What follows belongs to an exercise in optimizing a design on an open flow for small area and a short achievable clock period; a production flow would make more cautious choices. At most, simulation tests tie the RTL to the original design; equivalence was not proved. The flow treats the clock pin as an ideal source. Dropping or thinning the clock tree relies on that and would not hold on a real chip. Power figures rest on the tool's default switching activity, not on a simulated workload.

==> flow/design.v <==
module median9_window (
    input            clk,
    input            rst,
    input            shift,
    input      [7:0] pixel_in,
    output     [7:0] median,       
    output     [7:0] live          
);
    reg  [7:0] p [0:8];
    reg        t [0:7][0:7];       
    reg  [3:0] fill;
    wire [7:0] gt;                 
    wire [7:0] prec [0:8];         
    wire [8:0] sel;
    wire [7:0] pick;
    genvar a, b;
    generate
        for (a = 0; a < 8; a = a + 1) begin : g_cmp
            wire gt_raw;
            assign live[a] = (fill >= 9 - a);
            greater8 u_gt (.x(p[a]), .y_n(~p[8]), .gt(gt_raw));
            assign gt[a] = gt_raw & live[a];
        end
        for (b = 0; b < 9; b = b + 1) begin : g_rank
            for (a = 0; a < 8; a = a + 1) begin : g_other
                if (a < b) begin : g_older
                    if (b == 8) begin : g_new
                        assign prec[b][a] = ~gt[a];
                    end else begin : g_old
                        assign prec[b][a] = ~t[a][b];
                    end
                end else begin : g_newer
                    if (a + 1 == 8) begin : g_new
                        assign prec[b][a] = gt[b];
                    end else begin : g_old
                        assign prec[b][a] = t[b][a+1];
                    end
                end
            end
            if (b < 8) begin : g_sel
                exactly4of8 u_rank (.x(prec[b]), .y(sel[b]));
            end
        end
    endgenerate
    assign sel[8] = ~|sel[7:0];
    assign pick = ({8{sel[0]}} & p[0]) | ({8{sel[1]}} & p[1]) | ({8{sel[2]}} & p[2])
                | ({8{sel[3]}} & p[3]) | ({8{sel[4]}} & p[4]) | ({8{sel[5]}} & p[5])
                | ({8{sel[6]}} & p[6]) | ({8{sel[7]}} & p[7]) | ({8{sel[8]}} & p[8]);
    assign median = pick & {8{live[4]}};
    always @(posedge clk or posedge rst) begin
        if (rst)
            fill <= 4'd0;
        else if (shift && fill != 4'd9)
            fill <= fill + 4'd1;
    end
    integer i, j;
    always @(posedge clk) begin
        if (shift) begin
            for (i = 0; i < 8; i = i + 1)
                p[i] <= p[i+1];
            p[8] <= pixel_in;
            for (i = 0; i < 7; i = i + 1) begin
                for (j = i + 1; j < 7; j = j + 1)
                    t[i][j] <= t[i+1][j+1];
                t[i][7] <= gt[i+1];
            end
        end
    end
endmodule
module greater8 (
    input  [7:0] x,
    input  [7:0] y_n,
    output       gt
);
    wire [8:0] c;
    assign c[0] = 1'b0;
    genvar k;
    generate
        for (k = 0; k < 8; k = k + 1) begin : g_bit
            assign c[k+1] = (x[k] & y_n[k]) | (c[k] & (x[k] | y_n[k]));
        end
    endgenerate
    assign gt = c[8];
endmodule
module exactly4of8 (
    input  [7:0] x,
    output       y
);
    wire s0 = x[0] ^ x[1] ^ x[2];
    wire c0 = (x[0] & x[1]) | (x[2] & (x[0] ^ x[1]));
    wire s1 = x[3] ^ x[4] ^ x[5];
    wire c1 = (x[3] & x[4]) | (x[5] & (x[3] ^ x[4]));
    wire s2 = x[6] ^ x[7];
    wire c2 = x[6] & x[7];
    wire s3 = s0 ^ s1 ^ s2;
    wire c3 = (s0 & s1) | (s2 & (s0 ^ s1));
    wire two = ((c0 ^ c1) & (c2 ^ c3)) | (c0 & c1 & ~c2 & ~c3) | (~c0 & ~c1 & c2 & c3);
    assign y = ~s3 & two;
endmodule
module sobel_mag (
    input         clk,
    input  [71:0] w,       
    input         zero,    
    output [7:0]  mag
);
    wire [7:0] w0 = w[0 +: 8], w1 = w[8 +: 8], w2 = w[16 +: 8];
    wire [7:0] w3 = w[24 +: 8], w5 = w[40 +: 8];
    wire [7:0] w6 = w[48 +: 8], w7 = w[56 +: 8], w8 = w[64 +: 8];
    wire [7:0] s17, s26, s53, s80;
    wire       c17, c26, c53, c80;
    rca #(8) u17 (.a(w1), .b(~w7), .cin(1'b1), .s(s17), .cout(c17));
    rca #(8) u26 (.a(w2), .b(~w6), .cin(1'b1), .s(s26), .cout(c26));
    rca #(8) u53 (.a(w5), .b(~w3), .cin(1'b1), .s(s53), .cout(c53));
    rca #(8) u80 (.a(w8), .b(~w0), .cin(1'b1), .s(s80), .cout(c80));
    wire [8:0] d17 = {~c17, s17}, d26 = {~c26, s26};
    wire [8:0] d53 = {~c53, s53}, d80 = {~c80, s80};
    wire [9:0]  e, f;
    wire        ce, cf;
    rca #(10) ue (.a({d53[8], d53}), .b({d26[8], d26}), .cin(1'b0), .s(e), .cout(ce));
    rca #(10) uf (.a({d53[8], d53}), .b({d80[8], d80}), .cin(1'b0), .s(f), .cout(cf));
    wire [10:0] sa, sb;
    wire        ca, cb;
    rca #(11) ua (.a({e[9], e}), .b({{2{d17[8]}}, d17}), .cin(1'b0), .s(sa), .cout(ca));
    rca #(11) ub (.a({f[9], f}), .b(~{{2{d17[8]}}, d17}), .cin(1'b1), .s(sb), .cout(cb));
    reg [10:0] da, db;
    reg        zero_q;
    always @(posedge clk) begin
        da <= sa;
        db <= sb;
        zero_q <= zero;
    end
    wire neg_a = da[10], neg_b = db[10];
    wire big_a = ~((da[10:7] == 4'b0000) | ((da[10:7] == 4'b1111) & (da[6:0] != 7'd0)));
    wire big_b = ~((db[10:7] == 4'b0000) | ((db[10:7] == 4'b1111) & (db[6:0] != 7'd0)));
    wire [6:0] a1 = da[6:0] ^ {7{neg_a}};
    wire [6:0] b1 = db[6:0] ^ {7{neg_b}};
    wire [6:0] cmp_s;
    wire       pick_a;
    rca #(7) uc (.a(a1), .b(~b1), .cin(~(neg_b & ~neg_a)), .s(cmp_s), .cout(pick_a));
    wire [6:0] mx1 = pick_a ? a1 : b1;
    wire       inc = pick_a ? neg_a : neg_b;
    wire [7:0] mx;
    rca #(7) ui (.a(mx1), .b(7'd0), .cin(inc), .s(mx[6:0]), .cout(mx[7]));
    reg [7:0] mag_q;
    always @(posedge clk)
        mag_q <= zero_q ? 8'd0 : (big_a | big_b) ? 8'd255 : {mx[6:0], 1'b0};
    assign mag = mag_q;
endmodule
module rca #(parameter N = 8) (
    input  [N-1:0] a,
    input  [N-1:0] b,
    input          cin,
    output [N-1:0] s,
    output         cout
);
    wire [N:0] c;
    assign c[0] = cin;
    genvar k;
    generate
        for (k = 0; k < N; k = k + 1) begin : g_bit
            assign s[k]   = a[k] ^ b[k] ^ c[k];
            assign c[k+1] = (a[k] & b[k]) | (c[k] & (a[k] ^ b[k]));
        end
    endgenerate
    assign cout = c[N];
endmodule
module image_filter_top (
    input        clk,
    input        rst,
    input  [7:0] pixel_in,
    input        valid_in,
    output [7:0] pixel_out,
    output       valid_out
);
    reg  [7:0] pix_q;              
    reg        take;
    wire [7:0] med;
    wire [7:0] live;
    reg  [7:0] m [0:8];
    reg        v1, v2;
    always @(posedge clk)
        pix_q <= pixel_in;
    median9_window u_median (
        .clk(clk), .rst(rst), .shift(take), .pixel_in(pix_q), .median(med), .live(live)
    );
    sobel_mag u_sobel (
        .clk(clk),
        .w({m[8], m[7], m[6], m[5], m[4], m[3],
            m[2] & {8{live[2]}}, m[1] & {8{live[1]}}, m[0] & {8{live[0]}}}),
        .zero(~live[3]),
        .mag(pixel_out)
    );
    integer i;
    always @(posedge clk) begin
        if (take) begin
            for (i = 0; i < 8; i = i + 1)
                m[i] <= m[i+1];
            m[8] <= med;
        end
    end
    always @(posedge clk or posedge rst) begin
        if (rst) begin
            take <= 1'b0;
            v1 <= 1'b0;
            v2 <= 1'b0;
        end else begin
            take <= valid_in;
            v1 <= take;
            v2 <= v1;
        end
    end
    assign valid_out = v2;
endmodule
export LEC_CHECK = 0
export CAP_MARGIN = 20
export CORE_MARGIN = 2
export CORE_UTILIZATION = 40
export CTS_CLUSTER_DIAMETER = 80
export CTS_CLUSTER_SIZE = 25
export SLEW_MARGIN = 20
create_clock -name core_clock -period 24.0 [get_ports {clk}]
standard.sh (not shown) runs the stock make flow with config.mk's settings and CLKGATE_MAP_FILE= SYNTH_SCRIPT=/design/flow/synth_recipe.tcl, a recipe that flattens the netlist after the stock synthesis.
==> flow/flow/run.sh <==
#!/bin/bash
# The standard layout, with port buffers of a faster cell than the one
# buffer_ports picks by default (a clock delay buffer).
set -euo pipefail
export BUFFER_PORTS_ARGS="-buffer_cell sky130_fd_sc_hd__buf_2"
bash standard.sh > standard.log 2>&1
Next try:
--- a/flow/design.v
+++ b/flow/design.v
@@ -184,17 +184,18 @@
         .clk(clk), .rst(rst), .shift(take), .pixel_in(pix_q), .median(med), .live(live)
     );
     sobel_mag u_sobel (
         .clk(clk),
-        .w({m[8], m[7], m[6], m[5], m[4], m[3],
-            m[2] & {8{live[2]}}, m[1] & {8{live[1]}}, m[0] & {8{live[0]}}}),
+        .w({m[8], m[7], m[6], m[5], m[4], m[3], m[2], m[1], m[0]}),
         .zero(~live[3]),
         .mag(pixel_out)
     );
     integer i;
     always @(posedge clk) begin
         if (take) begin
-            for (i = 0; i < 8; i = i + 1)
+            for (i = 0; i < 3; i = i + 1)
+                m[i] <= m[i+1] & {8{live[i+1]}};
+            for (i = 3; i < 8; i = i + 1)
                 m[i] <= m[i+1];
             m[8] <= med;
         end
     end
After rerunning: Global-route usage decreases by 0.18 points. Final area increases by 2.6%. Power rose by 2.7%. Register-to-register slack improves by 0.96 ns. Die area went up by 2.6%. Worst setup slack improved by 0.67 ns. Clock-buffer cell count falls by 2. Combinational power increases by about 1%. Via count increases by 2.1%. Area after synthesis grows by 2.7%. Wire length grows by 0.84%. Maximum frequency grows by 12%. Flip-flop and latch count does not change. Synthesized cell count is higher by 4.0%.
The RTL of the first run of this note was laid out without a check of its function.

========
== main ==
Another version of the RTL of image_filter_top (not shown whole).
Size: roughly 680 cells after synthesis, ~210 flip-flops, ~20 I/O pins.
==> module top11, before the edit <==
module top11 (
    input  [8:0]  s,
    input  [8:0]  c,
    input         cin,
    output [10:0] x
);
    wire [8:0] lo;
    wire       c9;
    rca #(9) u_lo (.a(s), .b({c[7:0], 1'b1}), .cin(cin), .s(lo), .cout(c9));
    wire       k9 = lo[8];
    wire       k10 = (c[8] & c9) | (k9 & (c[8] ^ c9));
    assign x[7:0] = lo[7:0];
    assign x[8]   = ~lo[8];
    assign x[9]   = c[8] ^ c9 ^ k9;
    assign x[10]  = ~k10;
endmodule
==> flow/config.mk <==
export PLATFORM = sky130hd
export DESIGN_NAME = image_filter_top
export DESIGN_NICKNAME = image_filter_top
export VERILOG_FILES = /design/flow/design.v
export SDC_FILE = /design/flow/constraint.sdc
export NUM_CORES = 4
export LEC_CHECK = 0
export ABC_AREA = 1
export ABC_CLOCK_PERIOD_IN_PS = 10000
export CAP_MARGIN = 20
export CORE_MARGIN = 2
export CORE_UTILIZATION = 60
export SLEW_MARGIN = 20
==> flow/constraint.sdc <==
create_clock -name core_clock -period 24.0 [get_ports {clk}]
set_input_delay 4.8000 -clock core_clock [delete_from_list [all_inputs] [get_ports {clk}]]
set_output_delay 4.8000 -clock core_clock [all_outputs]
set_load 0.01 [all_outputs]
==> flow/flow/run.sh <==
#!/bin/bash
# The standard layout (standard.sh), with these changes to how it is made:
#  - synthesis: the design's fa_cell modules (one full adder each) are kept
#    whole through synthesis and then mapped to the platform's full adder
#    cell (flow/fa_map.v), so no inverters are left around them; Yosys's own
#    adder extraction finds only full adders (extract_fa -fa); and ABC runs
#    an area-oriented script (flow/abc_area.script, selected by ABC_AREA=1
#    in config.mk). None of this touches the registers, so they and their
#    names are those of the standard synthesis.
#  - port buffers: buffer_ports uses buf_2 instead of the clock delay buffer
#    it picks by default.
#  - clock tree: instead of TritonCTS's three-level tree, a two-level one
#    (flow/clocktree.tcl): the clock port drives two clkbuf_16, which drive
#    twelve clkbuf_16, each at the centre of a cluster of flip-flops. Every
#    flip-flop is two buffers away from the port. The rest of the CTS step
#    (legalising, repair) is ORFS's.
#  - timing repair: repair_timing works on every path slower than 5.55 ns
#    (a setup slack margin of 18.45 ns at the 24 ns clock), not only on
#    failing ones; the clock and constraints are unchanged.
# Every tool's output goes to the ORFS logs under orfs/logs and to
# standard.log here.
set -euo pipefail
here=$(pwd)
rm -rf scripts
cp -r "$FLOW_HOME/scripts" scripts
cp flow/abc_area.script scripts/abc_area.script
python3 - scripts/synth.tcl <<'PY'
import sys
f = sys.argv[1]
s = open(f).read()
def swap(old, new):
    global s
    assert s.count(old) == 1, old
    s = s.replace(old, new)
swap("hierarchy -check -top $::env(DESIGN_NAME)\n",
     "hierarchy -check -top $::env(DESIGN_NAME)\nsetattr -mod -set keep_hierarchy 1 fa_cell\n")
swap("  extract_fa {*}[dont_use_extract_fa_args]\n", "  extract_fa -fa\n")
swap("  log_cmd abc {*}$abc_args\n",
     "  techmap -map $::env(FA_CELL_MAP)\n  hierarchy -top $::env(DESIGN_NAME)\n  log_cmd abc {*}$abc_args\n")
open(f, "w").write(s)
PY
python3 - scripts/cts.tcl <<'PY'
import sys
f = sys.argv[1]
s = open(f).read()
old = "log_cmd clock_tree_synthesis {*}$cts_args\n"
assert s.count(old) == 1
s = s.replace(old, "source $::env(CLOCK_TREE_TCL)\nbuild_clock_tree2 2 12 sky130_fd_sc_hd__clkbuf_16\nset_propagated_clock [all_clocks]\n")
open(f, "w").write(s)
PY
export FA_CELL_MAP="$here/flow/fa_map.v"
export CLOCK_TREE_TCL="$here/flow/clocktree.tcl"
export SCRIPTS_DIR="$here/scripts"
export BUFFER_PORTS_ARGS="-buffer_cell sky130_fd_sc_hd__buf_2"
export SETUP_SLACK_MARGIN=18.45
bash standard.sh > standard.log 2>&1
Other scripts of this flow, unchanged in this note and not shown: flow/flow/abc_area.script, flow/flow/clocktree.tcl, flow/flow/fa_map.v
The flow did not stop early for main: all stages ran, and the layout cleared the timing, DRC and antenna checks.
Relative to main, the following input files were edited for the feature branch:
--- a/flow/design.v
+++ b/flow/design.v
@@ -170,9 +170,8 @@
     wire       c9;
     rca #(9) u_lo (.a(s), .b({c[7:0], 1'b1}), .cin(cin), .s(lo), .cout(c9));
-    wire       k9 = lo[8];
-    wire       k10 = (c[8] & c9) | (k9 & (c[8] ^ c9));
+    wire       k10;
     assign x[7:0] = lo[7:0];
     assign x[8]   = ~lo[8];
-    assign x[9]   = c[8] ^ c9 ^ k9;
+    fa_cell u_hi (.a(c[8]), .b(c9), .ci(lo[8]), .s(x[9]), .co(k10));
     assign x[10]  = ~k10;
 endmodule
Findings:
No stage failed in the feature branch, and the final checks on the layout all came back clean.
The feature branch against main: peak per-stage delay on the critical path fell by 0.23 ns; global-route usage fell by 0.57 points; number of vias in the routed layout has remained practically unchanged; combinational power rose by about 1%; final net count moved down.
Compared the feature branch against main; sequential power within noise.
Changes observed in the feature branch relative to main: per-instance average area after synthesis increased about 1.4%; worst slack after detailed placement lower; worst ir drop on vdd increased by 0.029 mV relative to the old numbers.
No run of this note takes its clock network from TritonCTS; it comes from the design's own scripts or RTL.

========
run R:
Another version of the RTL of image_filter_top (not shown whole).
Size: about 780 cells after synthesis, roughly 210 flip-flops, roughly 20 I/O pins.
==> module image_filter_top, before the edit <==
module image_filter_top (
    input        clk,
    input        rst,
    input  [7:0] pixel_in,
    input        valid_in,
    output [7:0] pixel_out,
    output       valid_out
);
    wire [7:0] med;
    wire [7:0] live;
    reg  [7:0] m [0:8];
    reg        v1, v2;
    median9_window u_median (
        .clk(clk), .rst(rst), .shift(valid_in), .pixel_in(pixel_in), .median(med), .live(live)
    );
    sobel_mag u_sobel (
        .clk(clk),
        .w({m[8], m[7], m[6], m[5], m[4], m[3], m[2], m[1], m[0]}),
        .zero(~live[3]),
        .mag(pixel_out)
    );
    integer i;
    always @(posedge clk) begin
        if (valid_in) begin
            for (i = 0; i < 3; i = i + 1)
                m[i] <= m[i+1] & {8{live[i+1]}};
            for (i = 3; i < 8; i = i + 1)
                m[i] <= m[i+1];
            m[8] <= med;
        end
    end
    always @(posedge clk or posedge rst) begin
        if (rst) begin
            v1 <= 1'b0;
            v2 <= 1'b0;
        end else begin
            v1 <= valid_in;
            v2 <= v1;
        end
    end
    assign valid_out = v2;
endmodule
clock: 24.0 ns
lec_check: 0
abc_area: 1
abc_clock_period_in_ps: 10000
cap_margin: 20
core_margin: 2
core_utilization: 40
cts_cluster_diameter: 80
cts_cluster_size: 25
slew_margin: 20
==> flow/flow/run.sh <==
#!/bin/bash
# The standard layout (standard.sh), with two changes to how it is made:
#  - logic mapping: ABC runs an area-oriented script (flow/abc_area.script,
#    selected by ABC_AREA=1 in config.mk) instead of ORFS's own. It maps only
#    the logic between registers, so the registers and their names are those
#    of the standard synthesis.
#  - port buffers: buffer_ports uses buf_2 instead of the clock delay buffer
#    it picks by default.
#  - timing repair: repair_timing works on every path slower than 5.9 ns
#    (a setup slack margin of 18.1 ns at the 24 ns clock), not only on
#    failing ones; the clock and constraints are unchanged.
# Every tool's output goes to the ORFS logs under orfs/logs and to
# standard.log here.
set -euo pipefail
here=$(pwd)
rm -rf scripts
cp -r "$FLOW_HOME/scripts" scripts
cp flow/abc_area.script scripts/abc_area.script
export SCRIPTS_DIR="$here/scripts"
export BUFFER_PORTS_ARGS="-buffer_cell sky130_fd_sc_hd__buf_2"
export SETUP_SLACK_MARGIN=18.1
bash standard.sh > standard.log 2>&1
==> flow/flow/abc_area.script <==
&get -n
&st
&dch
&nf -p -R 1000
&put
topo
stime -c
Modified inputs, run D compared to run R
--- a/flow/design.v
+++ b/flow/design.v
@@ -169,40 +169,46 @@
     input        rst,
     input  [7:0] pixel_in,
     input        valid_in,
     output [7:0] pixel_out,
     output       valid_out
 );
+    reg  [7:0] pix_q;              
+    reg        take;
     wire [7:0] med;
     wire [7:0] live;
     reg  [7:0] m [0:8];
     reg        v1, v2;
+    always @(posedge clk)
+        pix_q <= pixel_in;
     median9_window u_median (
-        .clk(clk), .rst(rst), .shift(valid_in), .pixel_in(pixel_in), .median(med), .live(live)
+        .clk(clk), .rst(rst), .shift(take), .pixel_in(pix_q), .median(med), .live(live)
     );
     sobel_mag u_sobel (
         .clk(clk),
         .w({m[8], m[7], m[6], m[5], m[4], m[3], m[2], m[1], m[0]}),
         .zero(~live[3]),
         .mag(pixel_out)
     );
     integer i;
     always @(posedge clk) begin
-        if (valid_in) begin
+        if (take) begin
             for (i = 0; i < 3; i = i + 1)
                 m[i] <= m[i+1] & {8{live[i+1]}};
             for (i = 3; i < 8; i = i + 1)
                 m[i] <= m[i+1];
             m[8] <= med;
         end
     end
     always @(posedge clk or posedge rst) begin
         if (rst) begin
+            take <= 1'b0;
             v1 <= 1'b0;
             v2 <= 1'b0;
         end else begin
-            v1 <= valid_in;
+            take <= valid_in;
+            v1 <= take;
             v2 <= v1;
         end
     end
     assign valid_out = v2;
 endmodule
[summary]
- Summary of run D over run R: wire length of the first global-routing pass now sits higher, die area now sits higher.
- Going from run R to run D, cell area grew by a few percent.
- Register count in run D is higher than in run R.
- Against run R, routed wire length in run D rose by a few percent.
- Est. power | run D vs run R | run D higher
- Of run R and run D, the run reporting the lower proportion of cell area spent on the clock network was run R.

[what the ideal ports hide]
The flow's constraints put no driver on any port. The routed layouts listed below were extracted and timed again, unchanged, in two steps. Step 1 (the two cells are an assumption about what drives the block):
set clk [get_ports {clk}]
set_driving_cell -lib_cell sky130_fd_sc_hd__clkbuf_16 $clk
set_driving_cell -lib_cell sky130_fd_sc_hd__buf_2 [delete_from_list [all_inputs] $clk]
Step 2 times the ports against the registers' clock, not the clock port: input delays grow and output delays shrink by t, the midpoint of the rising clock arrivals with the driver on. a / b / c = no drivers / after step 1 / after step 2; a / b = the first two.
run | shift t [ns] | setup WS [ns] | pins driven straight from the clock port
the first run of note 1 | 0.528 | 17.561 / 17.561 / 17.561 | 1
the second run of note 1 | 0.533 | 18.234 / 18.185 / 18.517 | 1
main | 0.388 | 18.425 / 18.380 / 18.051 | 2
the feature branch | 0.388 | 18.431 / 18.377 / 18.049 | 2
run R | 0.526 | 18.202 / 18.154 / 17.737 | 1
run D | 0.524 | 18.225 / 18.180 / 18.294 | 1
After both steps setup and hold are still met in every run listed. The setup slack of run R, which loses most, moves by -0.048 ns with the drivers and by -0.465 ns with both steps.
